Source: an optimization exercise on an open RTL-to-GDS flow (aim: small area, a short achievable clock period and few clock cycles). Production flows keep margins and buffers that such runs may drop.
RTL that was checked went through simulation tests only; none was proved equivalent to the original.
For runs 4 to 8, only the layout was checked, not whether the RTL still works.
Power is estimated from default activity; no workload was simulated.

==> design.v <==
module fifo_conv_top(
input clk,
input rst,
input data_valid,
input [7:0] data_i,
output wire idle,
output wire done,
output wire [15:0] data_o,
output wire conv_done
);
assign idle = 1'b1;
reg [7:0] x;           
reg acc;               
reg [7:0] h0, h1;      
reg [2:0] col;         
reg [2:0] row;         
reg signed [8:0]  a0, a1, a2;
reg signed [10:0] b0, b1, b2;
reg signed [10:0] out_r;
reg vld_r, done_r;
wire signed [8:0] d = {1'b0, x} - {1'b0, h0};
wire last_col = (col == 3'd4);
wire upd = acc && (col[2] || col[1]);    
always @(posedge clk) begin
  x <= data_i;
  out_r <= b0 + d;
  if (acc) begin
    h1 <= x;
    h0 <= h1;
  end
  if (upd) begin
    a0 <= a1; a1 <= a2; a2 <= d;
    b0 <= b1; b1 <= b2; b2 <= a0 + (d <<< 1);
  end
  if (rst) begin
    acc <= 1'b0;
    col <= 3'd0;
    row <= 3'd0;
    vld_r <= 1'b0;
    done_r <= 1'b0;
  end else begin
    acc <= data_valid;
    vld_r <= upd && (row[2] || row[1]);
    if (acc) begin
      col <= last_col ? 3'd0 : col + 3'd1;
      if (last_col && !row[2]) row <= row + 3'd1;
      if (last_col && row[2]) done_r <= 1'b1;
    end
  end
end
assign data_o = {{5{out_r[10]}}, out_r};
assign conv_done = vld_r;
assign done = done_r;
endmodule
==> run.sh <==
#!/bin/bash
# synth_recipe.tcl (not shown) runs the flow's synth.tcl, then flattens the netlist and writes it again
# the make line also repeats each setting of config.mk as NAME=value (left out here)
make -C /OpenROAD-flow-scripts/flow DESIGN_CONFIG=/design/flow/config.mk WORK_HOME=/design/flow/orfs CLKGATE_MAP_FILE= SYNTH_SCRIPT=/design/flow/synth_recipe.tcl finish
==> config.mk <==
export PLATFORM = sky130hd
export DESIGN_NAME = fifo_conv_top
export DESIGN_NICKNAME = fifo_conv_top
export VERILOG_FILES = /design/flow/design.v
export SDC_FILE = /design/flow/constraint.sdc
export NUM_CORES = 4
export LEC_CHECK = 0
export CAP_MARGIN = 20
export CORE_MARGIN = 2
export CORE_UTILIZATION = 40
export SLEW_MARGIN = 20
==> constraint.sdc <==
create_clock -name core_clock -period 5.0 [get_ports {clk}]
set_input_delay 1.0000 -clock core_clock [delete_from_list [all_inputs] [get_ports {clk}]]
set_output_delay 1.0000 -clock core_clock [all_outputs]
set_load 0.01 [all_outputs]
==> results.txt, run 1 <==
final worst-path cycle share 61.6%; pwr/cell area 367 nW/µm²; clock power share 28.1%; initial antenna violation count 0; core region area 10200 µm²; Vias 2128; synthesized area 4180 µm²; largest net degree at the start of global routing 49; Crit path arrival time 3.33 ns; Min Hold Slack 0.416 ns; CP Capture Type flip-flop; via/cell ratio 4.68; ANT nets after route 0; CTS resizes 0; P_int 0.00134 W; Die Wd 106 µm; num ports 30; Netlist cell types 36; number of synthesized register bits 104; TritonCTS clock tree yes; All-Layer GR Usage 10.6%; Layout Cells excl Fill 455; Async SR Flop Fraction 0%; sequential element share of the synthesized area 68.0%; Die Y-Extent 106 µm; Setup CP Type flip-flop to flip-flop; MaxCap Viol Count 0; Max Fclk 0.324 GHz; crit path max fanout 4; detailed-route DRC error count 0; global route overflow 0; Switch Pwr 0.000417 W; vias in the first global route 2119; Final setup viols 0; PortBufs 28; Filler Cell Count 883; Gate power share 15.9%; Post-CTS Setup Bufs 0; TritonCTS buffer count 9; pin slew with the least headroom to its limit 0.904 ns; peak supply drop 0.000192 V; Design Area, Final 4780 µm²; Post-synth EDFFs 76; Worst-path clk slew 0.10 ns; site row count 37; syn nets 328; synth warn 1; root buffer cell clkbuf_8; Die Area 11300 µm²; worst path required time 5.25 ns; Worst-Skew Late Latency 0.36 ns; dpl hpwl 3680 µm; status timing/DRC/antenna clean; H-Tree Depth 3; TritonCTS Sinks 104; Final Util 46.7%; mean post-synth cell area 14.9 µm²; Area Overhead vs Synth 14.4%; setup TNS 0 ns; Slew Viols, Final 0; first-pass GRT wire length 9300 µm; diode count 0; crit start category flip-flop; layout cells sized above 1 8.15%; final wirelength 5380 µm; synthesized instance count 281; Worst Hold Class flip-flop to flip-flop; clk buf depth 2; Final Hold Viols 0; Net Sw Frac 23.7%; wire per inst 11.8 µm; sequential power share 56.0%; drt initial violations 36; leakage power 1.75 nW; clk_skew 0.0176 ns; Area after DPL 4590 µm²; RD Place Congestion 0.752; Max-slew headroom 39.6%; Initial Util 40.8%; Synth Flop Type edfxtp_1; unrepaired setup endpoints after global routing no; crit path time final 3.08 ns; Placed Cells incl. Taps 439; number of nets in the layout 361; # hold bufs at CTS 0; iteration count of the initial detailed-routing pass 4
[stage by stage]
stage                     total power, W  setup WS, ns
final                            0.00176          1.92
after CTS                        0.00178          1.88
after global placement           0.00128          2.02
after detailed placement         0.00129          1.92
after global routing             0.00185          1.57
after floorplan                  0.00119          2.31
[power groups by stage]
| stage | Sequential (W) | Combinational [W] | Clock [W] |
|---|---|---|---|
| final | 0.000984 | 0.000279 | 0.000494 |
| after global routing | 0.000989 | 0.000312 | 0.000550 |
| after CTS | 0.000985 | 0.000282 | 0.000516 |
| after detailed placement | 0.00100 | 0.000281 | 0 |
| after global placement | 0.00100 | 0.000276 | 0 |
| after floorplan | 0.00102 | 0.000175 | 0 |
[worst paths after layout]
kind | startpoint | endpoint | slack (ns) | depth (start not counted)
worst max register to register | h0[1] | out_r[10] | 1.92 | 15
worst max-delay path | h0[1] | out_r[10] | 1.92 | 15
worst min-delay path | a2[7] | a1[7] | 0.42 | 0
worst min register to register | a2[7] | a1[7] | 0.42 | 0
[sequential cells by signal, indices dropped and copies added, names as in the netlist, 9 cells and up]
name and cells:
out_r 11, b2 11, a0 9, a1 9
a2 9, b0 11, b1 11
[kinds of logic (layout without fill, tap and decap cells)]
group	after synthesis	in the layout	share of synthesized area, %
flops	104	104	68.0
simple gates	47	47	4.97
other cells	1	1	0.0897
buf+inv	21	59	2.42
fa+ha+maj	36	36	11.3
xor+xnor	22	22	4.61
compound gates	48	48	8.08
mux	2	2	0.479
[cell type report]
class                   instances  area [µm²]  area share (%)
flip-flops and latches        104        2840            59.5
multi-input cells             156        1240            25.9
repair buffers                 29         288            6.02
well taps                     136         170            3.56
clock buffers                  12         166            3.48
inverters                      14        52.6            1.10
clock inverters                 4        25.0           0.523
[worst max-delay path, stage by stage, from the launching register on]
cell	delay [ns]
edfxtp_1	0.37
inv_1	0.10
ha_1	0.23
nor2b_1	0.13
o21ai_0	0.20
a21oi_1	0.12
nor4_1	0.18
a21oi_1	0.08
xor2_1	0.33
ha_1	0.31
a21oi_1	0.20
nor2_1	0.10
a211oi_4	0.23
o31ai_2	0.12
xnor2_1	0.15
xnor2_1	0.12
[layout by cell type (no fill, tap or decap), drive strengths merged]
cell type / Yosys / final
o21a: 3 / 3
buf: 6 / 1
nand2b: 2 / 2
xor2: 7 / 7
nor2b: 4 / 4
nor4: 1 / 1
nor2: 25 / 25
ha: 33 / 33
a31oi: 1 / 1
clkbuf: 1 / 12
xnor2: 15 / 15
o31ai: 1 / 1
o21ba: 1 / 1
o21ai: 14 / 14
clkdlybuf4s50: 0 / 28
nand3: 2 / 2
nand2: 7 / 7
nor3: 4 / 4
and3: 1 / 1
clkinv: 0 / 2
a211oi: 6 / 6
o41ai: 2 / 2
mux2i: 2 / 2
o21bai: 2 / 2
a21oi: 15 / 15
inv: 14 / 16
nor3b: 1 / 1
edfxtp: 76 / 76
a21o: 3 / 3
conb: 1 / 1
fa: 3 / 3
dfxtp: 28 / 28
[cell usage after synthesis (2+ instances only)]
| library cell | instances | share of area [%] |
|---|---|---|
| o21a_1 | 3 | 0.54 |
| buf_4 | 6 | 1.1 |
| nand3_1 | 2 | 0.24 |
| nor3_1 | 4 | 0.48 |
| a21o_1 | 2 | 0.36 |
| dfxtp_1 | 28 | 13 |
| mux2i_1 | 2 | 0.48 |
| nand2b_1 | 2 | 0.30 |
| o21ai_0 | 10 | 1.2 |
| ha_1 | 33 | 9.9 |
| nor2_1 | 25 | 2.2 |
| inv_1 | 14 | 1.3 |
| a211oi_1 | 4 | 0.72 |
| o21ai_1 | 4 | 0.48 |
| xnor2_1 | 15 | 3.1 |
| a21oi_1 | 14 | 1.7 |
| nor2b_1 | 4 | 0.60 |
| edfxtp_1 | 76 | 55 |
| fa_1 | 3 | 1.4 |
| o41ai_2 | 2 | 0.78 |
| nand2_1 | 7 | 0.63 |
| xor2_1 | 7 | 1.5 |
[routing by layer]
metal	GRT usage [%]	share of wire [%]	vias to the layer above	wire, µm
met5	0	0	-	0
met4	4.14	1.4	0	73
met3	3.92	4.4	6	235
met2	17.2	46	42	2490
met1	13.0	48	1006	2580
li1	-	-	1074	-
Testbench counts, summed over its fixed seeds: cycles 1,616.
==> run 2, diff against run 1 <==
--- a/config.mk
+++ b/config.mk
@@ -9,3 +9,4 @@
 export CORE_MARGIN = 2
 export CORE_UTILIZATION = 40
+export SETUP_SLACK_MARGIN = 3.5
 export SLEW_MARGIN = 20
==> run 2 against run 1 <==
- critical path type unchanged
- clock power grew 13%
- cell area up 15%
- largest cell class unchanged
- first-iteration DRC count up 120%
- synthesized cell count stayed put
==> results.txt, run 2 <==
Slew Viols, Final 0 (unchanged); final worst-path cycle share 56.0% (was 61.6%); diode count 0 (unchanged); RR Startpoint x[0] (was h0[1]); H-Tree Depth 3 (unchanged); unrepaired setup endpoints after global routing yes (was no); hold-critical path depth 0 (unchanged); layout cells sized above 1 39.6% (was 8.15%); setup slack, reg-to-reg 2.20 ns (was 1.92 ns); pwr/cell area 353 nW/µm² (was 367 nW/µm²); number of nets in the layout 388 (was 361); RD Place Congestion 0.737 (was 0.752); num ports 30 (unchanged); setup TNS 0 ns (unchanged); initial antenna violation count 0 (unchanged); synthesized instance count 281 (unchanged); number of synthesized register bits 104 (unchanged); Post-synth EDFFs 76 (unchanged); peak supply drop 0.000204 V (was 0.000192 V); crit path max fanout 4 (unchanged); leakage power 1.98 nW (was 1.75 nW); ordered list of cells on the worst path inv_2, ha_4, inv_2, fa_2, nand2_2, a21oi_2, o21a_1, nor3_2, o21ba_4, ha_4, nand2_1, nor2_1, a211oi_4, o31ai_2, xnor2_1, xnor2_1 (was inv_1, ha_1, nor2b_1, o21ai_0, a21oi_1, nor4_1, a21oi_1, xor2_1, ha_1, a21oi_1, nor2_1, a211oi_4, o31ai_2, xnor2_1, xnor2_1); mean post-synth cell area 14.9 µm² (unchanged); post-synth top area share 54.6% (unchanged); largest cells by area after synthesis edfxtp_1 55%, dfxtp_1 13%, ha_1 9.9%, xnor2_1 3.1%, nor2_1 2.2% (unchanged); worst setup margin 2.20 ns (was 1.92 ns); Worst-path clk slew 0.10 ns (about the same); crit start category flip-flop (unchanged); MaxCap Viol Count 0 (unchanged); drt initial violations 78 (was 36); Netlist cell types 36 (unchanged); TritonCTS buffer count 9 (unchanged); Setup WS pre-CTS 1.96 ns (was 1.92 ns); vias in the first global route 2275 (was 2119); Async SR Flop Fraction 0% (unchanged); Final setup viols 0 (unchanged); crit path time final 2.80 ns (was 3.08 ns); worst path required time 5.29 ns (was 5.25 ns); clk buf depth 2 (unchanged); TritonCTS Sinks 104 (unchanged); Worst Reg-to-Reg Cells 16 (was 15); ANT nets after route 0 (unchanged); commonest cells in the netlist 76 x edfxtp_1, 33 x ha_1, 28 x dfxtp_1, 25 x nor2_1, 15 x xnor2_1 (unchanged); site row count 37 (unchanged); Crit path arrival time 3.09 ns (was 3.33 ns); status timing/DRC/antenna clean (unchanged); commonest non-fill, non-tap cells in the layout 76 x edfxtp_1, 20 x dfxtp_1, 18 x nor2_1, 18 x buf_4, 16 x ha_4 (was 76 x edfxtp_1, 33 x ha_1, 28 x dfxtp_1, 28 x clkdlybuf4s50_1, 25 x nor2_1); Min Hold Slack 0.414 ns (was 0.416 ns); commonest non-fill, non-tap cell in the layout edfxtp_1 (unchanged); slowest stage delay, CP 0.34 ns (was 0.37 ns); global route overflow 0 (unchanged); synthesized area 4180 µm² (unchanged); CP Capture Type flip-flop (unchanged); PortBufs 28 (unchanged); Setup CP Type flip-flop to flip-flop (unchanged); core region area 10200 µm² (unchanged); clk_skew 0.00975 ns (was 0.0176 ns); first-pass GRT wire length 10600 µm (was 9300 µm); largest net degree at the start of global routing 32 (was 49); syn nets 328 (unchanged); via/cell ratio 4.80 (was 4.68); Worst-Skew Late Latency 0.35 ns (was 0.36 ns); detailed-route DRC error count 0 (unchanged); root buffer cell clkbuf_8 (unchanged); dpl hpwl 3840 µm (was 3680 µm); Critical Path Source x[0] (was h0[1]); most frequent cell after synthesis edfxtp_1 (unchanged); CP max-delay cell dfxtp_2 (was edfxtp_1); Max Fclk 0.357 GHz (was 0.324 GHz); r2r endpoint out_r[10] (unchanged); Die Y-Extent 106 µm (unchanged); wire per inst 13.7 µm (was 11.8 µm); hold path startpoint b1[8] (was a2[7]); All-Layer GR Usage 12.1% (was 10.6%); Final Hold Viols 0 (unchanged); Vias 2315 (was 2128); iteration count of the initial detailed-routing pass 4 (unchanged); WHS Endpoint b0[8] (was a1[7]); Synth Flop Type edfxtp_1 (unchanged); Area Overhead vs Synth 32.1% (was 14.4%); TritonCTS clock tree yes (unchanged); Initial Util 40.8% (unchanged); Die Wd 106 µm (unchanged); Die Area 11300 µm² (unchanged); # hold bufs at CTS 0 (unchanged); synth warn 1 (unchanged); final wirelength 6610 µm (was 5380 µm); sequential element share of the synthesized area 68.0% (unchanged); post-synth top area cell edfxtp_1 (unchanged); Worst Hold Class flip-flop to flip-flop (unchanged)
-- run 2: changes by cell type in the layout (fill, tap and decap cells not counted), moves of 7 or more --
cell	change
ha_1	-18
buf_4	+17
ha_4	+16
buf_6	+13
clkdlybuf4s50_1	-13
a21oi_1	-10
a21oi_2	+8
buf_2	+8
dfxtp_1	-8
dfxtp_2	+7
nor2_1	-7
-- run 2: worst max-delay path, delay by kind of cell, from the launching register on --
family | cells | cell delay (ns)
XOR/XNOR | 2 | 0.31
buffers and inverters | 2 | 0.11
flip-flops | 1 | 0.34
AO/OA/AOI/OAI | 5 | 0.84
AND/OR/NAND/NOR | 4 | 0.43
adder cells (fa/ha/maj) | 3 | 0.70
-- run 2: area by class of cell --
class / count / area, µm²
Inverter: 14 / 52.6
Fill cell: 817 / 4710
Timing Repair Buffer: 55 / 480
Clock inverter: 4 / 56.3
Sequential cell: 104 / 2860
Clock buffer: 12 / 166
Multi-Input combinational cell: 157 / 1740
Tap cell: 136 / 170
-- run 2: through the flow --
step                util (%)  power, W  instance area [µm²]  std cells
global route            54.0   0.00204                 5520        482
detailed placement      46.0   0.00130                 4710        438
finish                  54.0   0.00195                 5520        482
CTS                     49.9   0.00188                 5110        468
global placement        46.0   0.00130                 4710        438
floorplan                  -   0.00121                 4300        281
-- run 2: cells by family after synthesis --
family | after synthesis | synth area share (%)
AOI/OAI and AO/OA | 48 | 8.08
and+or+nand+nor | 47 | 4.97
buffers and inverters | 21 | 2.42
DFF | 104 | 68.0
adders and majority gates | 36 | 11.3
muxes | 2 | 0.479
other | 1 | 0.0897
xor gates and xnor gates | 22 | 4.61
-- run 2: how the worst max path moves through the flow --
stage	depth (start not counted)	slack [ns]	end
floorplan	15	2.37	out_r[10]
global placement	15	2.09	out_r[10]
detailed placement	15	1.96	out_r[10]
CTS	15	2.21	out_r[10]
global route	15	2.04	out_r[10]
finish	16	2.20	out_r[10]
-- run 2: power by group --
group	total, W	internal, W	switching [W]
Combinational	0.000404	0.000220	0.000184
Sequential	0.000986	0.000969	0.0000172
Clock	0.000560	0.000281	0.000279
Total	0.00195	0.00147	0.000480
-- run 2: layer usage --
metal  global-route usage [%]  wire length [µm]  vias to the layer above
met5                        0                 0                        -
met3                     3.92               334                        8
met4                     3.67                95                        0
met1                     15.2              2980                     1118
met2                     20.0              3200                       56
li1                         -                 -                     1133
-- run 2: repair_timing --
action / in CTS / in global routing
pin swaps: 2 / 28
buffers inserted: 13 / 14
cloned: 1 / 0
setup endpoints to repair: 106 / 47
resized for setup: 79 / 53
==> run 3, diff against run 2 <==
--- a/config.mk
+++ b/config.mk
@@ -6,4 +6,5 @@
 export NUM_CORES = 4
 export LEC_CHECK = 0
+export ABC_CLOCK_PERIOD_IN_PS = 1500
 export CAP_MARGIN = 20
 export CORE_MARGIN = 2
==> run 3 against run 2 <==
- final cell count unchanged
- combinational power about the same
- flip-flop and latch count did not move
- non-clock buffer count did not move
- routed wire length unchanged
- sequential power about the same
==> results.txt, run 3 <==
# hold bufs at CTS 0 (unchanged); most frequent cell after synthesis edfxtp_1 (unchanged); ANT nets after route 0 (unchanged); Design Power 0.00195 W (unchanged); clk buf depth 2 (unchanged); via/cell ratio 4.80 (unchanged); site row count 37 (unchanged); Worst-Skew Late Latency 0.35 ns (about the same); diode count 0 (unchanged); Die Y-Extent 106 µm (unchanged); commonest non-fill, non-tap cell in the layout edfxtp_1 (unchanged); detailed-route DRC error count 0 (unchanged); pwr/cell area 353 nW/µm² (unchanged); TritonCTS clock tree yes (unchanged); global route overflow 0 (unchanged); final wirelength 6610 µm (unchanged); Worst-path clk slew 0.10 ns (about the same); PortBufs 28 (unchanged); syn nets 328 (unchanged); Die Area 11300 µm² (unchanged); root buffer cell clkbuf_8 (unchanged); num ports 30 (unchanged); crit path max fanout 4 (unchanged); Crit path arrival time 3.09 ns (about the same); commonest non-fill, non-tap cells in the layout 76 x edfxtp_1, 20 x dfxtp_1, 18 x nor2_1, 18 x buf_4, 16 x ha_4 (unchanged); Min Hold Slack 0.414 ns (unchanged); clk_skew 0.00975 ns (unchanged); Initial Util 40.8% (unchanged); MaxCap Viol Count 0 (unchanged); Post-synth EDFFs 76 (unchanged); drt initial violations 78 (unchanged); Area Overhead vs Synth 32.1% (unchanged); Final Hold Viols 0 (unchanged); unrepaired setup endpoints after global routing yes (unchanged); Netlist cell types 36 (unchanged); CP Capture Type flip-flop (unchanged); sequential element share of the synthesized area 68.0% (unchanged); dpl hpwl 3840 µm (unchanged); number of nets in the layout 388 (unchanged); worst setup margin 2.20 ns (unchanged); TritonCTS Sinks 104 (unchanged); core region area 10200 µm² (unchanged); synthesized instance count 281 (unchanged); largest cells by area after synthesis edfxtp_1 55%, dfxtp_1 13%, ha_1 9.9%, xnor2_1 3.1%, nor2_1 2.2% (unchanged); leakage power 1.98 nW (unchanged); worst path required time 5.29 ns (about the same); crit path time final 2.80 ns (unchanged); Async SR Flop Fraction 0% (unchanged); Setup CP Type flip-flop to flip-flop (unchanged); Max Fclk 0.357 GHz (unchanged); mean post-synth cell area 14.9 µm² (unchanged); RD Place Congestion 0.737 (unchanged); Setup WS pre-CTS 1.96 ns (unchanged); Synth Flop Type edfxtp_1 (unchanged); number of synthesized register bits 104 (unchanged); synth warn 1 (unchanged); All-Layer GR Usage 12.1% (unchanged); commonest cells in the netlist 76 x edfxtp_1, 33 x ha_1, 28 x dfxtp_1, 25 x nor2_1, 15 x xnor2_1 (unchanged); Vias 2315 (unchanged); vias in the first global route 2275 (unchanged); Final setup viols 0 (unchanged); wire per inst 13.7 µm (unchanged); synthesized area 4180 µm² (unchanged); first-pass GRT wire length 10600 µm (unchanged); setup TNS 0 ns (unchanged); TritonCTS buffer count 9 (unchanged); iteration count of the initial detailed-routing pass 4 (unchanged); Die Wd 106 µm (unchanged); Worst Hold Class flip-flop to flip-flop (unchanged); post-synth top area cell edfxtp_1 (unchanged); crit start category flip-flop (unchanged); H-Tree Depth 3 (unchanged); Slew Viols, Final 0 (unchanged); final worst-path cycle share 56.0% (unchanged); largest net degree at the start of global routing 32 (unchanged); initial antenna violation count 0 (unchanged); layout cells sized above 1 39.6% (unchanged); status timing/DRC/antenna clean (unchanged); peak supply drop 0.000204 V (unchanged); post-synth top area share 54.6% (unchanged)
-- run 3: path summary, 6_finish.rpt --
check | start | to | slack, ns | cells after the start
max reg2reg | x[0] | out_r[10] | 2.20 | 16
min reg2reg | b1[8] | b0[8] | 0.41 | 0
min | b1[8] | b0[8] | 0.41 | 0
max | x[0] | out_r[10] | 2.20 | 16
-- run 3: area by class of cell --
type                    count  area, µm²
clock buffers              12        166
clock inverters             4       56.3
fillers                   817       4710
inverters                  14       52.6
multi-input cells         157       1740
flip-flops and latches    104       2860
well taps                 136        170
repair buffers             55        480
-- run 3: cell families after synthesis --
| family | share of synthesized area [%] |
|---|---|
| AOI/OAI and AO/OA | 8.08 |
| xor gates and xnor gates | 4.61 |
| adders and majority gates | 11.3 |
| buffers and inverters | 2.42 |
| DFF | 68.0 |
| muxes | 0.479 |
| other | 0.0897 |
| and+or+nand+nor | 4.97 |
-- run 3: where the power goes --
part / switching, W / total [W] / internal [W]
combinational: 0.000184 / 0.000404 / 0.000220
clock: 0.000279 / 0.000560 / 0.000281
sequential: 0.0000172 / 0.000986 / 0.000969
-- run 3: worst max-delay path: stages, from the launching register on --
cell and delay [ns]:
dfxtp_2 0.34, inv_2 0.08, ha_4 0.13, inv_2 0.03
fa_2 0.34, nand2_2 0.09, a21oi_2 0.07, o21a_1 0.22
nor3_2 0.16, o21ba_4 0.22, ha_4 0.23, nand2_1 0.10
nor2_1 0.08, a211oi_4 0.23, o31ai_2 0.10, xnor2_1 0.18
xnor2_1 0.13
-- run 3: per-layer routing --
layer,GRT usage [%],vias up,part of all wire (%)
li1,-,1133,-
met1,15.2,1118,45
met2,20.0,56,48
met3,3.92,8,5.1
met4,3.67,0,1.4
met5,0,-,0
-- run 3: repair_timing --
| action | 4_1_cts | 5_1_grt |
|---|---|---|
| pin swaps | 2 | 28 |
| resized for setup | 79 | 53 |
| gates cloned | 1 | 0 |
| endpoints found under the setup margin | 106 | 47 |
| buffers inserted | 13 | 14 |
-- run 3: through the flow --
step                      cells  utilization (%)  cell area (µm²)
after global placement      438             46.0             4710
after global routing        482             54.0             5520
after CTS                   468             49.9             5110
final                       482             54.0             5520
after floorplan             281                -             4300
after detailed placement    438             46.0             4710
==> run 4, diff against run 3 <==
--- a/design.v
+++ b/design.v
@@ -15,6 +15,8 @@
 reg [2:0] col;         
 reg [2:0] row;         
-reg signed [8:0]  a0, a1, a2;
-reg signed [10:0] b0, b1, b2;
+reg signed [8:0] dq;
+reg signed [10:0] pq;
+reg emit;
+reg signed [8:0] q0, q1, q2, q3, q4, q5;
 reg signed [10:0] out_r;
 reg vld_r, done_r;
@@ -24,5 +26,7 @@
 always @(posedge clk) begin
   x <= data_i;
-  out_r <= b0 + d;
+  dq <= d;
+  pq <= q0 + (q3 <<< 1);
+  out_r <= pq + dq;
   if (acc) begin
     h1 <= x;
@@ -30,6 +34,5 @@
   end
   if (upd) begin
-    a0 <= a1; a1 <= a2; a2 <= d;
-    b0 <= b1; b1 <= b2; b2 <= a0 + (d <<< 1);
+    q0 <= q1; q1 <= q2; q2 <= q3; q3 <= q4; q4 <= q5; q5 <= d;
   end
   if (rst) begin
@@ -37,13 +40,15 @@
     col <= 3'd0;
     row <= 3'd0;
+    emit <= 1'b0;
     vld_r <= 1'b0;
     done_r <= 1'b0;
   end else begin
     acc <= data_valid;
-    vld_r <= upd && (row[2] || row[1]);
+    emit <= upd && (row[2] || row[1]);
+    vld_r <= emit;
+    done_r <= (row == 3'd5);
     if (acc) begin
       col <= last_col ? 3'd0 : col + 3'd1;
-      if (last_col && !row[2]) row <= row + 3'd1;
-      if (last_col && row[2]) done_r <= 1'b1;
+      if (last_col && row != 3'd5) row <= row + 3'd1;
     end
   end
--- a/config.mk
+++ b/config.mk
@@ -6,8 +6,7 @@
 export NUM_CORES = 4
 export LEC_CHECK = 0
-export ABC_CLOCK_PERIOD_IN_PS = 1500
 export CAP_MARGIN = 20
 export CORE_MARGIN = 2
 export CORE_UTILIZATION = 40
-export SETUP_SLACK_MARGIN = 3.5
+export SETUP_SLACK_MARGIN = 3.2
 export SLEW_MARGIN = 20
==> run 4 against run 3 <==
- utilization down 2.3 points
- area after synthesis is 8.2% higher
- non-clock buffer count shrank 20
- critical path type is now flip-flop to output pin
- sequential share of layout area rose by 3.0 points
- count of clock-buffer cells in the layout rose by 7
- final cell count up 8.9%
- combinational power down 39%
- routed wire length up 7.6%
- synthesized cell count grew 15%
- register-to-register slack better by 0.92 ns
- worst setup slack improved by 0.83 ns
- largest power group is now clock
- sequential power grew 14%
==> results.txt, run 4 <==
status timing/DRC/antenna clean (unchanged); largest cells by area after synthesis edfxtp_1 46%, dfxtp_1 22%, ha_1 8.6%, xnor2_1 3.1%, inv_1 2.3% (was edfxtp_1 55%, dfxtp_1 13%, ha_1 9.9%, xnor2_1 3.1%, nor2_1 2.2%); Netlist cell types 40 (was 36); via/cell ratio 4.69 (was 4.80); global route overflow 0 (unchanged); Post-synth EDFFs 70 (was 76); crit start category flip-flop (unchanged); Die Wd 110 µm (was 106 µm); synth warn 1 (unchanged); post-synth top area cell edfxtp_1 (unchanged); vias in the first global route 2477 (was 2275); detailed-route DRC error count 0 (unchanged); Crit path arrival time 0.96 ns (was 3.09 ns); core region area 10900 µm² (was 10200 µm²); site row count 38 (was 37); highest routed layer met4 (unchanged); clk buf depth 2 (unchanged); TritonCTS buffer count 17 (was 9); most frequent cell on the critical path buf_6; RR Startpoint h0[0] (was x[0]); dpl hpwl 4330 µm (was 3840 µm); Async SR Flop Fraction 0% (unchanged); commonest cells in the netlist 70 x edfxtp_1, 49 x dfxtp_1, 31 x ha_1, 28 x inv_1, 22 x nor2_1 (was 76 x edfxtp_1, 33 x ha_1, 28 x dfxtp_1, 25 x nor2_1, 15 x xnor2_1); met3 wire len 259 µm (was 334 µm); clk_skew 0.0103 ns (was 0.00975 ns); Slew Viols, Final 0 (unchanged); TritonCTS Sinks 119 (was 104); worst path required time 4.00 ns (was 5.29 ns); H-Tree Depth 4 (was 3); unrepaired setup endpoints after global routing yes (unchanged); Setup WS pre-CTS 2.90 ns (was 1.96 ns); Vias 2461 (was 2315); worst setup margin 3.04 ns (was 2.20 ns); Worst-Skew Late Latency 0.41 ns (was 0.35 ns); slowest stage delay, CP 0.34 ns (about the same); initial antenna violation count 0 (unchanged); Setup CP Type flip-flop to output pin (was flip-flop to flip-flop); crit path time final 1.96 ns (was 2.80 ns); synthesized area 4520 µm² (was 4180 µm²); number of synthesized register bits 119 (was 104); mean post-synth cell area 14.0 µm² (was 14.9 µm²); ANT nets after route 0 (unchanged); PortBufs 28 (unchanged); Worst Reg-to-Reg Cells 7 (was 16); commonest non-fill, non-tap cell in the layout edfxtp_1 (unchanged); num ports 30 (unchanged); root buffer cell clkbuf_16 (was clkbuf_8); pin slew with the least headroom to its limit 0.549 ns; iteration count of the initial detailed-routing pass 4 (unchanged); Max Fclk 0.509 GHz (was 0.357 GHz); commonest non-fill, non-tap cells in the layout 70 x edfxtp_1, 43 x dfxtp_1, 29 x ha_1 (was 76 x edfxtp_1, 20 x dfxtp_1, 18 x nor2_1, 18 x buf_4, 16 x ha_4); All-Layer GR Usage 13.4% (was 12.1%); Worst-path clk slew 0.05 ns (was 0.10 ns); WL met2 3380 µm (was 3200 µm); sequential element share of the synthesized area 68.2% (was 68.0%); largest net degree at the start of global routing 29 (was 32); Crit path max-delay family flip-flops (was compound AO/OA/AOI/OAI gates); CP Capture Point data_o[13] (was out_r[10]); number of nets in the layout 417 (was 388); leakage power 2.20 nW (was 1.98 nW); layout cells sized above 1 24.2% (was 39.6%); Critical Path Stages 2 (was 16); Final Hold Viols 0 (unchanged); Final setup viols 0 (unchanged); wire length on met1 3340 µm (was 2980 µm); first-pass GRT wire length 11800 µm (was 10600 µm); Largest regs out_r: 11 flops, pq: 11 flops; Synth Flop Type edfxtp_1 (unchanged); r2r endpoint q5[8] (was out_r[10]); synthesized instance count 324 (was 281); Max-slew headroom 63.4%; CP Capture Type output pin (was flip-flop); RD Place Congestion 0.777 (was 0.737); wire per inst 13.5 µm (was 13.7 µm); most frequent cell after synthesis edfxtp_1 (unchanged); diode count 0 (unchanged); Die Area 12200 µm² (was 11300 µm²); Area Overhead vs Synth 24.9% (was 32.1%); syn nets 369 (was 328); final worst-path cycle share 39.3% (was 56.0%); Initial Util 41.4% (was 40.8%); peak supply drop 0.000256 V (was 0.000204 V); Worst Hold Class flip-flop to flip-flop (unchanged); drt initial violations 70 (was 78); CP max-delay cell dfxtp_2 (unchanged); # hold bufs at CTS 0 (unchanged); crit path buf inv count 2 (unchanged); setup slack, reg-to-reg 3.12 ns (was 2.20 ns); pwr/cell area 456 nW/µm² (was 353 nW/µm²); Die Y-Extent 110 µm (was 106 µm); Critical Path Source out_r[10] (was x[0]); ordered list of cells on the worst path buf_6, buf_6 (was inv_2, ha_4, inv_2, fa_2, nand2_2, a21oi_2, o21a_1, nor3_2, o21ba_4, ha_4, nand2_1, nor2_1, a211oi_4, o31ai_2, xnor2_1, xnor2_1); TritonCTS clock tree yes (unchanged); setup TNS 0 ns (unchanged); crit path max fanout 5 (was 4); MaxCap Viol Count 0 (unchanged); post-synth top area share 46.5% (was 54.6%); final wirelength 7110 µm (was 6610 µm); Filler Cell Count 931 (was 817)
[run 4: cell types whose count changed after synthesis, sizes merged, moves of 4 or more]
cell / delta
inv: +14
nand2: +7
edfxtp: -6
o21ai: -5
dfxtp: +21
nand3: +4
a211oi: -4
[run 4: how the worst min path moves through the flow]
stage	start	to	cells past startpoint
6_report	q0[0]	pq[0]	0
4_1_cts	q0[0]	pq[0]	0
3_3_place_gp	q0[0]	pq[0]	0
2_1_floorplan	q0[0]	pq[0]	0
5_1_grt	q0[0]	pq[0]	0
3_5_place_dp	q0[0]	pq[0]	0
[run 4: layout make-up]
| cell class | instances | area (µm²) | share of cell area [%] |
|---|---|---|---|
| Sequential cell | 119 | 3090 | 54.7 |
| Multi-Input combinational cell | 171 | 1400 | 24.8 |
| Clock buffer | 19 | 443 | 7.84 |
| Timing Repair Buffer | 35 | 278 | 4.92 |
| Tap cell | 140 | 175 | 3.10 |
| Clock inverter | 13 | 155 | 2.75 |
| Inverter | 28 | 105 | 1.86 |
[run 4: kinds of logic after synthesis]
group	count (synthesis)	synth area share [%]
other	1	0.0829
buffers and inverters	35	3.40
adder cells (fa/ha/maj)	34	9.91
AND/OR/NAND/NOR	65	7.03
flip-flops	119	68.2
multiplexers	1	0.221
AO/OA/AOI/OAI	47	6.92
XOR/XNOR	22	4.26
[run 4: power breakdown]
group | switching, W | internal (W) | total [W]
clock | 0.000420 | 0.000792 | 0.00121
sequential | 0.0000255 | 0.00109 | 0.00112
combinational | 0.000126 | 0.000119 | 0.000245
[run 4: stage by stage]
step | util [%] | power, W | hold slack, ns | cells | cell area, µm²
after floorplan | - | 0.00129 | 0.323 | 324 | 4530
after global placement | 45.2 | 0.00139 | 0.325 | 485 | 4940
after detailed placement | 45.2 | 0.00139 | 0.356 | 485 | 4940
after CTS | 51.0 | 0.00259 | 0.369 | 524 | 5580
after global routing | 51.7 | 0.00268 | 0.383 | 525 | 5650
final | 51.7 | 0.00258 | 0.368 | 525 | 5650
[run 4: per-layer routing]
metal | up-vias | GRT usage (%)
li1 | 1239 | -
met1 | 1171 | 17.3
met2 | 40 | 19.9
met3 | 11 | 4.94
met4 | 0 | 6.61
met5 | - | 0
[run 4: timing repair]
item                                    4_1_cts  5_1_grt
cloned                                        1        0
setup buffers                                 6        1
endpoints found under the setup margin       81       56
pin swaps                                     9        6
resized for setup                            78       25
[run 4: worst register-to-register path: cells and delay by family (launching register included)]
kind                     cells  cell delay (ns)
AND/OR/NAND/NOR              1             0.13
flip-flops                   1             0.37
AO/OA/AOI/OAI                4             0.57
adder cells (fa/ha/maj)      2             0.56
==> run 5, diff against run 4 <==
--- a/config.mk
+++ b/config.mk
@@ -9,4 +9,4 @@
 export CORE_MARGIN = 2
 export CORE_UTILIZATION = 40
-export SETUP_SLACK_MARGIN = 3.2
+export SETUP_SLACK_MARGIN = 2.8
 export SLEW_MARGIN = 20
==> run 5 against run 4 <==
- critical endpoint is now data_o[8]
- critical path depth fell by 1
- global-route usage fell by 1.4 points
- hold slack got worse by 0.0046 ns
- total power fell by 2.7%
- highest routed layer unchanged
- cell area fell by 2.4%
==> results.txt, run 5 <==
status timing/DRC/antenna clean (unchanged); core region area 10900 µm² (unchanged); met1 Use GR 14.8% (was 17.3%); TritonCTS buffer count 17 (unchanged); slowest stage delay, CP 0.37 ns (was 0.34 ns); MaxCap Viol Count 0 (unchanged); crit start category flip-flop (unchanged); Crit path arrival time 1.04 ns (was 0.96 ns); Post-CTS Setup Bufs 0 (was 6); global route overflow 0 (unchanged); All-Layer GR Usage 12.0% (was 13.4%); crit path max fanout 1 (was 5); Post-synth EDFFs 70 (unchanged); synth warn 1 (unchanged); commonest non-fill, non-tap cells in the layout 70 x edfxtp_1, 47 x dfxtp_1, 31 x ha_1 (was 70 x edfxtp_1, 43 x dfxtp_1, 29 x ha_1); Vias 2383 (was 2461); met2 usage 18.3% (was 19.9%); pwr/cell area 455 nW/µm² (was 456 nW/µm²); TritonCTS clock tree yes (unchanged); number of nets in the layout 410 (was 417); clk buf depth 2 (unchanged); H-Tree Depth 4 (unchanged); Final Util 50.4% (was 51.7%); Initial Util 41.4% (unchanged); Async SR Flop Fraction 0% (unchanged); post-synth top area cell edfxtp_1 (unchanged); WHS Endpoint pq[0] (unchanged); iteration count of the initial detailed-routing pass 4 (unchanged); CP max-delay cell dfxtp_1 (was dfxtp_2); layout cells sized above 1 12.2% (was 24.2%); Slew Viols, Final 0 (unchanged); commonest non-fill, non-tap cell in the layout edfxtp_1 (unchanged); CP Capture Type output pin (unchanged); site row count 38 (unchanged); Worst-path clk slew 0.05 ns (about the same); Die Area 12200 µm² (unchanged); pin slew with the least headroom to its limit 0.648 ns (was 0.549 ns); Synth Flop Type edfxtp_1 (unchanged); Crit path max-delay family flip-flops (unchanged); initial antenna violation count 0 (unchanged); via/cell ratio 4.60 (was 4.69); Setup CP Type flip-flop to output pin (unchanged); root buffer cell clkbuf_16 (unchanged); commonest cells in the netlist 70 x edfxtp_1, 49 x dfxtp_1, 31 x ha_1, 28 x inv_1, 22 x nor2_1 (unchanged); wire per inst 12.8 µm (was 13.5 µm); hold path startpoint q0[0] (unchanged); setup slack, reg-to-reg 2.97 ns (was 3.12 ns); unrepaired setup endpoints after global routing no (was yes); worst setup margin 2.96 ns (was 3.04 ns); Die Wd 110 µm (unchanged); Setup WS pre-CTS 2.91 ns (was 2.90 ns); leakage power 2.18 nW (was 2.20 nW); RR Startpoint x[0] (was h0[0]); post-synth top area share 46.5% (unchanged); clk_skew 0.00774 ns (was 0.0103 ns); ordered list of cells on the worst path dlygate4sd2_1 (was buf_6, buf_6); Final setup viols 0 (unchanged); crit path buf inv count 1 (was 2); num ports 30 (unchanged); sequential element share of the synthesized area 68.2% (unchanged); syn nets 369 (unchanged); Max Fclk 0.489 GHz (was 0.509 GHz); crit path time final 2.04 ns (was 1.96 ns); GR peak layer met2 (unchanged); Die Y-Extent 110 µm (unchanged); detailed-route DRC error count 0 (unchanged); Max-slew headroom 56.8% (was 63.4%); synthesized instance count 324 (unchanged); peak supply drop 0.000226 V (was 0.000256 V); largest net degree at the start of global routing 56 (was 29); dpl hpwl 4350 µm (was 4330 µm); first-pass GRT wire length 10500 µm (was 11800 µm); r2r endpoint q5[8] (unchanged); largest cells by area after synthesis edfxtp_1 46%, dfxtp_1 22%, ha_1 8.6%, xnor2_1 3.1%, inv_1 2.3% (unchanged); Final Hold Viols 0 (unchanged); TritonCTS Sinks 119 (unchanged); synthesized area 4520 µm² (unchanged); RD Place Congestion 0.764 (was 0.777); Worst Hold Class flip-flop to flip-flop (unchanged); Area Overhead vs Synth 21.9% (was 24.9%); mean post-synth cell area 14.0 µm² (unchanged); Largest regs out_r: 11 flops, pq: 11 flops (unchanged); worst path required time 4.00 ns (about the same); final wirelength 6630 µm (was 7110 µm); met3 GRT Util 5.29% (was 4.94%); ANT nets after route 0 (unchanged); diode count 0 (unchanged); PortBufs 28 (unchanged); Netlist cell types 40 (unchanged); setup TNS 0 ns (unchanged); Filler Cell Count 946 (was 931); hold-critical path depth 0 (unchanged); number of synthesized register bits 119 (unchanged); final worst-path cycle share 40.9% (was 39.3%); most frequent cell after synthesis edfxtp_1 (unchanged); Worst Reg-to-Reg Cells 8 (was 7); Worst-Skew Late Latency 0.40 ns (was 0.41 ns); vias in the first global route 2324 (was 2477); drt initial violations 140 (was 70)
[run 5: cells by family (layout without fill, tap and decap cells)]
kind of cell             Yosys count  in the layout  synth area share [%]
buffers and inverters             35             89                  3.40
other                              1              1                0.0829
multiplexers                       1              1                 0.221
flip-flops                       119            119                  68.2
adder cells (fa/ha/maj)           34             34                  9.91
AO/OA/AOI/OAI                     47             47                  6.92
AND/OR/NAND/NOR                   65             65                  7.03
XOR/XNOR                          22             22                  4.26
[run 5: report_power, final]
part | total [W] | internal, W | switching, W
combinational | 0.000224 | 0.000109 | 0.000115
clock | 0.00116 | 0.000748 | 0.000413
sequential | 0.00112 | 0.00109 | 0.0000294
total | 0.00251 | 0.00195 | 0.000557
[run 5: layout make-up]
| type | instances | area, µm² | area share, % |
|---|---|---|---|
| well taps | 140 | 175 | 3.18 |
| inverters | 28 | 105 | 1.91 |
| multi-input cells | 170 | 1290 | 23.3 |
| clock inverters | 9 | 60.1 | 1.09 |
| flip-flops and latches | 119 | 3090 | 56.0 |
| repair buffers | 29 | 269 | 4.88 |
| clock buffers | 23 | 532 | 9.65 |
[run 5: how the worst max path moves through the flow]
stage | startpoint | to | slack (ns) | cells past startpoint
after detailed placement | acc | q5[0] | 2.91 | 2
after global routing | x[0] | q5[8] | 2.85 | 8
final | out_r[8] | data_o[8] | 2.96 | 1
after floorplan | acc | q0[0] | 2.99 | 1
after global placement | acc | q5[0] | 2.96 | 2
after CTS | out_r[10] | data_o[14] | 2.66 | 1
[run 5: routing by layer]
| layer | wire length (µm) | up-vias |
|---|---|---|
| li1 | - | 1221 |
| met1 | 3290 | 1111 |
| met2 | 3040 | 45 |
| met3 | 237 | 6 |
| met4 | 65 | 0 |
| met5 | 0 | - |
[run 5: what timing repair did]
action,4_1_cts,5_1_grt
gates resized for setup,18,2
endpoints found under the setup margin,18,46
pin swaps,0,0
hold buffers,0,0
[run 5: per-stage QoR]
step	instance area [µm²]	power (W)	instances	hold WS, ns
after floorplan	4520	0.00129	324	0.323
after global placement	4940	0.00139	486	0.333
after global routing	5510	0.00261	518	0.369
final	5510	0.00251	518	0.363
after detailed placement	4940	0.00140	486	0.346
after CTS	5510	0.00254	518	0.358
==> run 6, diff against run 5 <==
--- a/config.mk
+++ b/config.mk
@@ -9,4 +9,4 @@
 export CORE_MARGIN = 2
 export CORE_UTILIZATION = 40
-export SETUP_SLACK_MARGIN = 2.8
+export SETUP_SLACK_MARGIN = 3.0
 export SLEW_MARGIN = 20
==> run 6 against run 5 <==
- via count is 3.1% higher
- cell area is 1.6% higher
- global-route usage is 1.2 points higher
- largest cell class unchanged
- largest power group unchanged
==> results.txt, run 6 <==
status timing/DRC/antenna clean (unchanged); ordered list of cells on the worst path ha_2, fa_2, nor2b_4, o21ai_2, a21oi_2, o21ai_2, a211o_1 (was dlygate4sd2_1); Setup CP Type flip-flop to flip-flop (was flip-flop to output pin); met3 GRT Util 4.94% (was 5.29%); commonest cells in the netlist 70 x edfxtp_1, 49 x dfxtp_1, 31 x ha_1, 28 x inv_1, 22 x nor2_1 (unchanged); TritonCTS buffer count 17 (unchanged); peak supply drop 0.000210 V (was 0.000226 V); dpl hpwl 4610 µm (was 4350 µm); TritonCTS Sinks 119 (unchanged); post-synth top area share 46.5% (unchanged); mean post-synth cell area 14.0 µm² (unchanged); RR Startpoint h0[0] (was x[0]); Max Fclk 0.497 GHz (was 0.489 GHz); Initial Util 41.4% (unchanged); Worst-path clk slew 0.05 ns (about the same); crit path time final 2.01 ns (was 2.04 ns); number of nets in the layout 413 (was 410); clk_skew 0.00765 ns (was 0.00774 ns); RD Place Congestion 0.824 (was 0.764); Final setup viols 0 (unchanged); Area after DPL 4940 µm² (about the same); Layout Cells excl Fill 521 (was 518); crit start category flip-flop (unchanged); slowest stage delay, CP 0.42 ns (was 0.37 ns); detailed-route DRC error count 0 (unchanged); Die Wd 110 µm (unchanged); Vias 2456 (was 2383); setup slack, reg-to-reg 2.99 ns (was 2.97 ns); final worst-path cycle share 40.3% (was 40.9%); Die Area 12200 µm² (unchanged); number of synthesized register bits 119 (unchanged); crit path max fanout 3 (was 1); WHS Endpoint pq[0] (unchanged); unrepaired setup endpoints after global routing yes (was no); layout cells sized above 1 16.0% (was 12.2%); TritonCTS clock tree yes (unchanged); synth warn 1 (unchanged); Worst-Skew Late Latency 0.40 ns (about the same); Worst Reg-to-Reg Cells 7 (was 8); Worst Hold Class flip-flop to flip-flop (unchanged); Placed Cells incl. Taps 485 (was 486); site row count 38 (unchanged); pin slew with the least headroom to its limit 0.670 ns (was 0.648 ns); Netlist cell types 40 (unchanged); largest net degree at the start of global routing 29 (was 56); drt initial violations 77 (was 140); synthesized instance count 324 (unchanged); r2r endpoint q5[8] (unchanged); syn nets 369 (unchanged); final wirelength 6950 µm (was 6630 µm); via/cell ratio 4.71 (was 4.60); Final Hold Viols 0 (unchanged); diode count 0 (unchanged); ANT nets after route 0 (unchanged); Setup WS pre-CTS 2.92 ns (was 2.91 ns); All-Layer GR Usage 13.2% (was 12.0%); Max-slew headroom 55.3% (was 56.8%); setup TNS 0 ns (unchanged); PortBufs 28 (unchanged); Synth Flop Type edfxtp_1 (unchanged); leakage power 2.19 nW (was 2.18 nW); CP Capture Type flip-flop (was output pin); # hold bufs at CTS 0 (unchanged); Die Y-Extent 110 µm (unchanged); most frequent cell after synthesis edfxtp_1 (unchanged); largest cells by area after synthesis edfxtp_1 46%, dfxtp_1 22%, ha_1 8.6%, xnor2_1 3.1%, inv_1 2.3% (unchanged); core region area 10900 µm² (unchanged); Design Area, Final 5600 µm² (was 5510 µm²); commonest non-fill, non-tap cell in the layout edfxtp_1 (unchanged); CP max-delay cell fa_2 (was dfxtp_1); first-pass GRT wire length 11600 µm (was 10500 µm); Area Overhead vs Synth 23.8% (was 21.9%); Crit path max-delay family compound AO/OA/AOI/OAI gates (was flip-flops); iteration count of the initial detailed-routing pass 6 (was 4); wire per inst 13.3 µm (was 12.8 µm); worst setup margin 2.99 ns (was 2.96 ns); global route overflow 0 (unchanged); Largest regs out_r: 11 flops, pq: 11 flops (unchanged); Async SR Flop Fraction 0% (unchanged); H-Tree Depth 4 (unchanged); root buffer cell clkbuf_16 (unchanged); MaxCap Viol Count 0 (unchanged); pwr/cell area 471 nW/µm² (was 455 nW/µm²); num ports 30 (unchanged); Post-synth EDFFs 70 (unchanged); met1 Use GR 16.8% (was 14.8%); synthesized area 4520 µm² (unchanged); met2 usage 19.9% (was 18.3%); most frequent cell on the critical path o21ai_2; sequential element share of the synthesized area 68.2% (unchanged); Slew Viols, Final 0 (unchanged); crit path buf inv count 0 (was 1); clk buf depth 2 (unchanged); Filler Cell Count 928 (was 946); Final Util 51.2% (was 50.4%); vias in the first global route 2537 (was 2324); post-synth top area cell edfxtp_1 (unchanged); Critical Path Stages 7 (was 1); initial antenna violation count 0 (unchanged); commonest non-fill, non-tap cells in the layout 70 x edfxtp_1, 45 x dfxtp_1, 29 x ha_1 (was 70 x edfxtp_1, 47 x dfxtp_1, 31 x ha_1); Crit path arrival time 2.15 ns (was 1.04 ns); hold path startpoint q0[0] (unchanged); worst path required time 5.14 ns (was 4.00 ns); hold-critical path depth 0 (unchanged); GR peak layer met2 (unchanged)
run 6: how the worst max path moves through the flow:
| stage | startpoint | end |
|---|---|---|
| finish | h0[0] | q5[8] |
| floorplan | h0[0] | q5[8] |
| detailed placement | acc | q1[1] |
| CTS | out_r[10] | data_o[15] |
| global placement | acc | q0[1] |
| global route | h0[0] | q5[8] |
run 6: routing by layer:
metal  wire length, µm  vias up  share of wire, %
li1                  -     1235                 -
met5                 0        -                 0
met2              3260       37                47
met4               124        0               1.8
met3               255       12               3.7
met1              3320     1172                48
run 6: logic make-up (layout without fill, tap and decap cells):
logic type / Yosys count / in the layout / synth area share, %
AO/OA/AOI/OAI: 47 / 48 / 6.92
XOR/XNOR: 22 / 22 / 4.26
adder cells (fa/ha/maj): 34 / 34 / 9.91
buffers and inverters: 35 / 91 / 3.40
flip-flops: 119 / 119 / 68.2
multiplexers: 1 / 1 / 0.221
other: 1 / 1 / 0.0829
AND/OR/NAND/NOR: 65 / 65 / 7.03
run 6: repair_timing:
item                                    in CTS  in global routing
hold endpoints to repair                     0                  0
setup buffers                                0                  3
resized for setup                           38                 17
endpoints found under the setup margin      74                 13
gates cloned                                 1                  0
pin swaps                                    1                  3
run 6: through the flow:
stage	total power [W]	hold slack, ns
finish	0.00263	0.352
CTS	0.00266	0.359
detailed placement	0.00140	0.347
global route	0.00274	0.372
global placement	0.00139	0.327
floorplan	0.00129	0.323
run 6: cell type report:
class | instances | area (µm²) | area share (%)
multi-input combinational | 171 | 1320 | 23.5
tap | 140 | 175 | 3.13
clock buffer | 24 | 502 | 8.96
sequential | 119 | 3090 | 55.2
clock inverter | 8 | 141 | 2.53
timing repair buffer | 31 | 270 | 4.83
inverter | 28 | 105 | 1.88
run 6: worst reg2reg max path, delay by kind of cell (launching register included):
family                     cells  cell delay, ns
and+or+nand+nor                1            0.12
DFF                            1            0.37
adders and majority gates      2            0.63
AOI/OAI and AO/OA              4            0.64
run 6: power by group:
part | switching [W] | leakage [nW] | internal (W)
sequential | 0.0000255 | 1.05 | 0.00110
clock | 0.000389 | 0.314 | 0.000896
combinational | 0.000119 | 0.827 | 0.000110
==> run 7, diff against run 6 <==
--- a/config.mk
+++ b/config.mk
@@ -6,4 +6,5 @@
 export NUM_CORES = 4
 export LEC_CHECK = 0
+export ABC_AREA = 1
 export CAP_MARGIN = 20
 export CORE_MARGIN = 2
==> run 7 against run 6 <==
- maximum frequency rose by 2.6%
- largest power group unchanged
- first-iteration DRC count increased by 91%
- final cell count rose by 20%
- critical path depth down 6
- still clean
- largest cell class unchanged
==> results.txt, run 7 <==
root buffer cell clkbuf_16 (unchanged); pwr/cell area 446 nW/µm² (was 471 nW/µm²); Largest regs out_r: 11 flops, pq: 11 flops (unchanged); largest cells by area after synthesis edfxtp_1 44%, dfxtp_1 21%, nand2_1 8.2%, ha_1 8.1%, inv_1 4.6% (was edfxtp_1 46%, dfxtp_1 22%, ha_1 8.6%, xnor2_1 3.1%, inv_1 2.3%); Die Area 12800 µm² (was 12200 µm²); post-synthesis xor/xnor area fraction 2.21% (was 4.26%); Async SR Flop Fraction 0% (unchanged); RR Startpoint q3[0] (was h0[0]); largest net degree at the start of global routing 41 (was 29); peak supply drop 0.000212 V (was 0.000210 V); Final setup viols 0 (unchanged); slowest stage delay, CP 0.29 ns (was 0.42 ns); Worst Hold Class flip-flop to flip-flop (unchanged); global route overflow 0 (unchanged); P_int 0.00200 W (was 0.00210 W); via/cell ratio 4.56 (was 4.71); Worst-path clk slew 0.06 ns (was 0.05 ns); wire per inst 11.1 µm (was 13.3 µm); setup TNS 0 ns (unchanged); Post-synth EDFFs 70 (unchanged); clk buf depth 2 (unchanged); final worst-path cycle share 39.3% (was 40.3%); Switch Pwr 0.000591 W (was 0.000533 W); setup slack, reg-to-reg 3.30 ns (was 2.99 ns); crit path max fanout 1 (was 3); drt initial violations 147 (was 77); All-Layer GR Usage 12.0% (was 13.2%); MaxCap Viol Count 0 (unchanged); number of synthesized register bits 119 (unchanged); # hold bufs at CTS 0 (unchanged); RD Place Congestion 0.859 (was 0.824); Synth Flop Type edfxtp_1 (unchanged); Final Hold Viols 0 (unchanged); Slew Viols, Final 0 (unchanged); commonest cells in the netlist 104 x nand2_1, 70 x edfxtp_1, 59 x inv_1, 49 x dfxtp_1, 31 x ha_1 (was 70 x edfxtp_1, 49 x dfxtp_1, 31 x ha_1, 28 x inv_1, 22 x nor2_1); iteration count of the initial detailed-routing pass 15 (was 6); Initial Util 41.4% (about the same); clk_skew 0.00730 ns (was 0.00765 ns); worst setup margin 3.04 ns (was 2.99 ns); crit path buf inv count 1 (was 0); Setup CP Type flip-flop to output pin (was flip-flop to flip-flop); Critical Path Stages 1 (was 7); Setup WS pre-CTS 2.92 ns (about the same); Vias 2845 (was 2456); most frequent cell after synthesis nand2_1 (was edfxtp_1); mean post-synth cell area 11.2 µm² (was 14.0 µm²); Netlist cell types 25 (was 40); post-synth top area cell edfxtp_1 (unchanged); post-synth top area share 44.1% (was 46.5%); Worst-Skew Late Latency 0.40 ns (about the same); hold-critical path depth 0 (unchanged); Final Util 50.4% (was 51.2%); synth warn 1 (unchanged); diode count 0 (unchanged); Critical Path Source out_r[3] (was h0[0]); number of nets in the layout 513 (was 413); layout cells sized above 1 12.5% (was 16.0%); main combinational cell family by area after synthesis simple AND/OR/NAND/NOR gates (was adder cells); Crit path arrival time 0.96 ns (was 2.15 ns); ANT nets after route 0 (unchanged); synthesized area 4770 µm² (was 4520 µm²); Crit path max-delay family flip-flops (was compound AO/OA/AOI/OAI gates); dpl hpwl 4840 µm (was 4610 µm); r2r endpoint pq[9] (was q5[8]); CP Capture Point data_o[3] (was q5[8]); synthesized instance count 424 (was 324); clock power share 47.2% (was 48.8%); detailed-route DRC error count 0 (unchanged); Gate power share 9.4% (was 8.7%); worst path required time 4.00 ns (was 5.14 ns); Worst Reg-to-Reg Cells 7 (unchanged); syn nets 469 (was 369); sequential power share 43.4% (was 42.5%); commonest non-fill, non-tap cells in the layout 104 x nand2_1, 70 x edfxtp_1, 59 x inv_1 (was 70 x edfxtp_1, 45 x dfxtp_1, 29 x ha_1); status timing/DRC/antenna clean (unchanged); initial antenna violation count 0 (unchanged); post-synthesis compound-gate area fraction 3.81% (was 6.92%); Die Y-Extent 113 µm (was 110 µm); ordered list of cells on the worst path dlygate4sd2_1 (was ha_2, fa_2, nor2b_4, o21ai_2, a21oi_2, o21ai_2, a211o_1); TritonCTS Sinks 119 (unchanged); Net Sw Frac 22.8% (was 20.2%); crit path time final 1.96 ns (was 2.01 ns); H-Tree Depth 4 (unchanged); crit start category flip-flop (unchanged); unrepaired setup endpoints after global routing no (was yes); leakage power 2.54 nW (was 2.19 nW); num ports 30 (unchanged); Max Fclk 0.509 GHz (was 0.497 GHz); site row count 39 (was 38); adder-cell share of the synthesized area 9.40% (was 9.91%); core region area 11500 µm² (was 10900 µm²); CP Capture Type output pin (was flip-flop); vias in the first global route 2696 (was 2537); TritonCTS buffer count 17 (unchanged); TritonCTS clock tree yes (unchanged); multiplexer share of the synthesized area 0% (was 0.221%); final wirelength 6900 µm (was 6950 µm); commonest non-fill, non-tap cell in the layout nand2_1 (was edfxtp_1); Die Wd 113 µm (was 110 µm); CP max-delay cell dfxtp_1 (was fa_2); Synth Area in Simple Gates 13.8% (was 7.03%); first-pass GRT wire length 11800 µm (was 11600 µm); PortBufs 28 (unchanged); sequential element share of the synthesized area 64.7% (was 68.2%); Area Overhead vs Synth 21.8% (was 23.8%)
## run 7: routing by layer
| layer | share of wire, % | up-vias | global-route usage [%] |
|---|---|---|---|
| met5 | 0 | - | 0 |
| met4 | 1.4 | 0 | 5.93 |
| met3 | 4.2 | 12 | 4.66 |
| met2 | 48 | 52 | 18.8 |
| met1 | 46 | 1303 | 14.5 |
| li1 | - | 1478 | - |
## run 7: stage by stage
step / total power (W) / hold slack, ns / cell area [µm²] / instances
after floorplan: 0.00131 / 0.323 / 4780 / 424
after global placement: 0.00141 / 0.326 / 5200 / 590
after detailed placement: 0.00142 / 0.334 / 5200 / 590
after CTS: 0.00262 / 0.341 / 5800 / 622
after global routing: 0.00270 / 0.350 / 5800 / 624
final: 0.00259 / 0.339 / 5800 / 624
## run 7: cells by family after synthesis
group | Yosys count
and+or+nand+nor | 156
DFF | 119
buffers and inverters | 71
adders and majority gates | 34
AOI/OAI and AO/OA | 31
xor gates and xnor gates | 12
other | 1
## run 7: cell type report
type / count / area (µm²)
Sequential cell: 119 / 3090
Clock buffer: 19 / 475
Multi-Input combinational cell: 234 / 1410
Clock inverter: 13 / 140
Inverter: 65 / 244
Fill cell: 1017 / 5710
Timing Repair Buffer: 31 / 272
Tap cell: 143 / 179
## run 7: worst min path at each step
stage / slack, ns / end / startpoint
CTS: 0.34 / pq[0] / q0[0]
global route: 0.35 / pq[0] / q0[0]
finish: 0.34 / pq[0] / q0[0]
floorplan: 0.32 / pq[0] / q0[0]
detailed placement: 0.33 / pq[0] / q0[0]
global placement: 0.33 / pq[0] / q0[0]
## run 7: timing repair
action / 4_1_cts / 5_1_grt
resized for setup: 32 / 14
pin swaps: 0 / 1
endpoints found under the setup margin: 58 / 52
setup buffers: 0 / 2
## run 7: power by group through the flow
stage,Clock (W),Combinational (W),Sequential (W)
final,0.00122,0.000243,0.00112
after global placement,0,0.000267,0.00114
after CTS,0.00125,0.000247,0.00112
after detailed placement,0,0.000270,0.00115
after floorplan,0,0.000161,0.00115
after global routing,0.00129,0.000277,0.00113
==> run 8, diff against run 7 <==
--- a/config.mk
+++ b/config.mk
@@ -6,8 +6,10 @@
 export NUM_CORES = 4
 export LEC_CHECK = 0
-export ABC_AREA = 1
 export CAP_MARGIN = 20
 export CORE_MARGIN = 2
 export CORE_UTILIZATION = 40
-export SETUP_SLACK_MARGIN = 3.0
+export CTS_BUF_LIST = sky130_fd_sc_hd__clkbuf_4
+export CTS_CLUSTER_DIAMETER = 100
+export CTS_CLUSTER_SIZE = 30
+export SETUP_SLACK_MARGIN = 2.9
 export SLEW_MARGIN = 20
==> run 8 against run 7 <==
- maximum frequency decreased by 2.6%
- worst setup slack lost 0.053 ns
- hold slack better by 0.037 ns
- clock power decreased by 43%
- area after synthesis is 5.1% lower
- total power shrank 21%
- utilization shrank 3.3 points
- combinational power fell by 13%
- sequential share of layout area rose by 6.8 points
- routed wire length fell by 6.2%
- die area fell by 4.9%
- largest cell class unchanged
- largest power group is now registers
==> results.txt, run 8 <==
number of synthesized register bits 119 (unchanged); CP max-delay cell dfxtp_4 (was dfxtp_1); detailed-route DRC error count 0 (unchanged); commonest cells in the netlist 70 x edfxtp_1, 49 x dfxtp_1, 31 x ha_1, 28 x inv_1, 22 x nor2_1 (was 104 x nand2_1, 70 x edfxtp_1, 59 x inv_1, 49 x dfxtp_1, 31 x ha_1); Max Fclk 0.496 GHz (was 0.509 GHz); pin slew with the least headroom to its limit 0.647 ns; Critical Path Stages 1 (unchanged); RR Startpoint x[0] (was q3[0]); slowest stage delay, CP 0.39 ns (was 0.29 ns); crit path time final 2.02 ns (was 1.96 ns); Die Area 12200 µm² (was 12800 µm²); H-Tree Depth 4 (unchanged); Final setup viols 0 (unchanged); RD Place Congestion 0.764 (was 0.859); synthesized area 4520 µm² (was 4770 µm²); Slew Viols, Final 0 (unchanged); Filler Cell Count 990 (was 1017); core region area 10900 µm² (was 11500 µm²); first-pass GRT wire length 10300 µm (was 11800 µm); wire per inst 12.5 µm (was 11.1 µm); Reg area 3100 µm² (was 3090 µm²); TritonCTS Sinks 119 (unchanged); Multi-input gate area 1290 µm² (was 1410 µm²); WHS Endpoint pq[0] (unchanged); final worst-path cycle share 40.3% (was 39.3%); crit path buf inv count 1 (unchanged); unrepaired setup endpoints after global routing yes (was no); PortBufs 28 (unchanged); r2r endpoint q5[8] (was pq[9]); most frequent cell after synthesis edfxtp_1 (was nand2_1); worst path required time 4.00 ns (about the same); mean post-synth cell area 14.0 µm² (was 11.2 µm²); clk buf depth 2 (unchanged); synth warn 1 (unchanged); post-synth top area cell edfxtp_1 (unchanged); Placed Cells incl. Taps 486 (was 590); Area Overhead vs Synth 14.0% (was 21.8%); TritonCTS clock tree yes (unchanged); Worst Hold Class flip-flop to flip-flop (unchanged); final wirelength 6470 µm (was 6900 µm); Largest regs out_r: 11 flops, pq: 11 flops (unchanged); status timing/DRC/antenna clean (unchanged); Vias 2390 (was 2845); commonest non-fill, non-tap cell in the layout edfxtp_1 (was nand2_1); Setup CP Type flip-flop to output pin (unchanged); root buffer cell clkbuf_4 (was clkbuf_16); Post-synth EDFFs 70 (unchanged); largest cells by area after synthesis edfxtp_1 46%, dfxtp_1 22%, ha_1 8.6%, xnor2_1 3.1%, inv_1 2.3% (was edfxtp_1 44%, dfxtp_1 21%, nand2_1 8.2%, ha_1 8.1%, inv_1 4.6%); iteration count of the initial detailed-routing pass 4 (was 15); TritonCTS buffer count 17 (unchanged); clk_skew 0.0262 ns (was 0.00730 ns); Layout Cells excl Fill 518 (was 624); num ports 30 (unchanged); ANT nets after route 0 (unchanged); Netlist cell types 40 (was 25); vias in the first global route 2264 (was 2696); commonest non-fill, non-tap cells in the layout 70 x edfxtp_1, 41 x dfxtp_1, 31 x ha_1 (was 104 x nand2_1, 70 x edfxtp_1, 59 x inv_1); Final Util 47.1% (was 50.4%); synthesized instance count 324 (was 424); dpl hpwl 4350 µm (was 4840 µm); leakage power 2.02 nW (was 2.54 nW); syn nets 369 (was 469); hold-critical path depth 0 (unchanged); pwr/cell area 394 nW/µm² (was 446 nW/µm²); largest net degree at the start of global routing 56 (was 41); Final Hold Viols 0 (unchanged); Crit path arrival time 1.02 ns (was 0.96 ns); Max-slew headroom 56.9%; crit start category flip-flop (unchanged); peak supply drop 0.000237 V (was 0.000212 V); via/cell ratio 4.61 (was 4.56); Async SR Flop Fraction 0% (unchanged); crit path max fanout 6 (was 1); initial antenna violation count 0 (unchanged); setup slack, reg-to-reg 3.01 ns (was 3.30 ns); drt initial violations 169 (was 147); Worst-path clk slew 0.12 ns (was 0.06 ns); Setup WS pre-CTS 2.91 ns (was 2.92 ns); number of nets in the layout 410 (was 513); sequential element share of the synthesized area 68.2% (was 64.7%); post-synth top area share 46.5% (was 44.1%); site row count 38 (was 39); Die Y-Extent 110 µm (was 113 µm); diode count 0 (unchanged); CP Capture Type output pin (unchanged); All-Layer GR Usage 11.8% (was 12.0%); Design Area, Final 5150 µm² (was 5800 µm²); Worst Reg-to-Reg Cells 8 (was 7); Synth Flop Type edfxtp_1 (unchanged); hold path startpoint q0[0] (unchanged); ordered list of cells on the worst path buf_2 (was dlygate4sd2_1); Worst-Skew Late Latency 0.49 ns (was 0.40 ns); Area after DPL 4940 µm² (was 5200 µm²); # hold bufs at CTS 0 (unchanged); MaxCap Viol Count 0 (unchanged); worst setup margin 2.98 ns (was 3.04 ns); global route overflow 0 (unchanged); setup TNS 0 ns (unchanged); Die Wd 110 µm (was 113 µm); Crit path max-delay family flip-flops (unchanged); layout cells sized above 1 18.5% (was 12.5%); Initial Util 41.4% (about the same)
## run 8: what timing repair did
item | in CTS | in global routing
setup endpoints to repair | 66 | 17
gates resized for setup | 62 | 14
gates cloned | 0 | 0
buffers inserted | 0 | 0
## run 8: worst max path at each step
stage                       to  slack (ns)  startpoint
global route        data_o[14]        2.88   out_r[10]
global placement         q5[0]        2.96         acc
finish              data_o[14]        2.98   out_r[10]
floorplan                q0[0]        2.99         acc
CTS                  data_o[2]        2.90    out_r[2]
detailed placement       q5[0]        2.91         acc
## run 8: logic make-up (layout without fill, tap and decap cells)
family	count (synthesis)	count (layout)	share of synthesized area, %
buffers and inverters	35	89	3.40
adders and majority gates	34	34	9.91
muxes	1	1	0.221
AOI/OAI and AO/OA	47	47	6.92
and+or+nand+nor	65	65	7.03
xor gates and xnor gates	22	22	4.26
DFF	119	119	68.2
other	1	1	0.0829
## run 8: layout make-up
type / count / area share, %
sequential: 119 / 60.0
multi-input combinational: 170 / 25.0
timing repair buffer: 29 / 3.83
tap: 140 / 3.40
clock inverter: 14 / 3.06
clock buffer: 18 / 2.62
inverter: 28 / 2.04
## run 8: power by group
group,internal (W),switching (W)
logic,0.0000963,0.000116
clock network,0.000348,0.000351
registers,0.00109,0.0000295
## run 8: per-stage QoR
step           total power [W]  hold WS, ns
3_3_place_gp           0.00139        0.333
2_1_floorplan          0.00129        0.323
6_report               0.00203        0.376
3_5_place_dp           0.00140        0.346
5_1_grt                0.00213        0.383
4_1_cts                0.00207        0.371
## run 8: metal layers
metal  wire length (µm)  vias up  global-route usage (%)
met5                  0        -                       0
li1                   -     1219                       -
met1               3160     1110                    14.8
met2               2920       48                    17.5
met4                122        0                    6.43
met3                271       13                    4.53

## separate check: timing with driven ports
In the flow no input, the clock included, has a driving cell. The finished layouts below were timed again as built, in two steps. Step 1, drivers: a clkbuf_16 drives clk and a buf_2 each remaining input, both assumed. Step 2 also shifts input and output timing later by t, the mid clock arrival at the registers, as if the neighbouring blocks saw the same clock. Slacks: ideal ports / drivers / drivers and shift; pairs: ideal ports / drivers.
run | shift t [ns] | setup WS [ns] | latest minus earliest clock arrival (ns) | worst slew at a driven data input, ns | pins driven straight from the clock port
run 1 | 0.381 | 1.918 / 1.918 / 1.918 | 0.018 / 0.017 | 0.03 | 1
run 2 | 0.382 | 2.201 / 2.201 / 2.201 | 0.010 / 0.010 | 0.03 | 1
run 3 | 0.382 | 2.201 / 2.201 / 2.201 | 0.010 / 0.010 | 0.03 | 1
run 4 | 0.442 | 3.036 / 2.999 / 3.085 | 0.015 / 0.015 | 0.03 | 1
run 5 | 0.428 | 2.955 / 2.920 / 2.967 | 0.009 / 0.008 | 0.03 | 1
run 6 | 0.435 | 2.986 / 2.986 / 2.986 | 0.008 / 0.008 | 0.03 | 1
run 7 | 0.435 | 3.037 / 3.001 / 2.982 | 0.008 / 0.007 | 0.03 | 1
run 8 | 0.510 | 2.984 / 2.954 / 3.010 | 0.026 / 0.026 | 0.03 | 1
After both steps setup and hold are still met in every run listed. The setup slack of run 7, which loses most, moves by -0.036 ns with the drivers and by -0.055 ns with both steps.
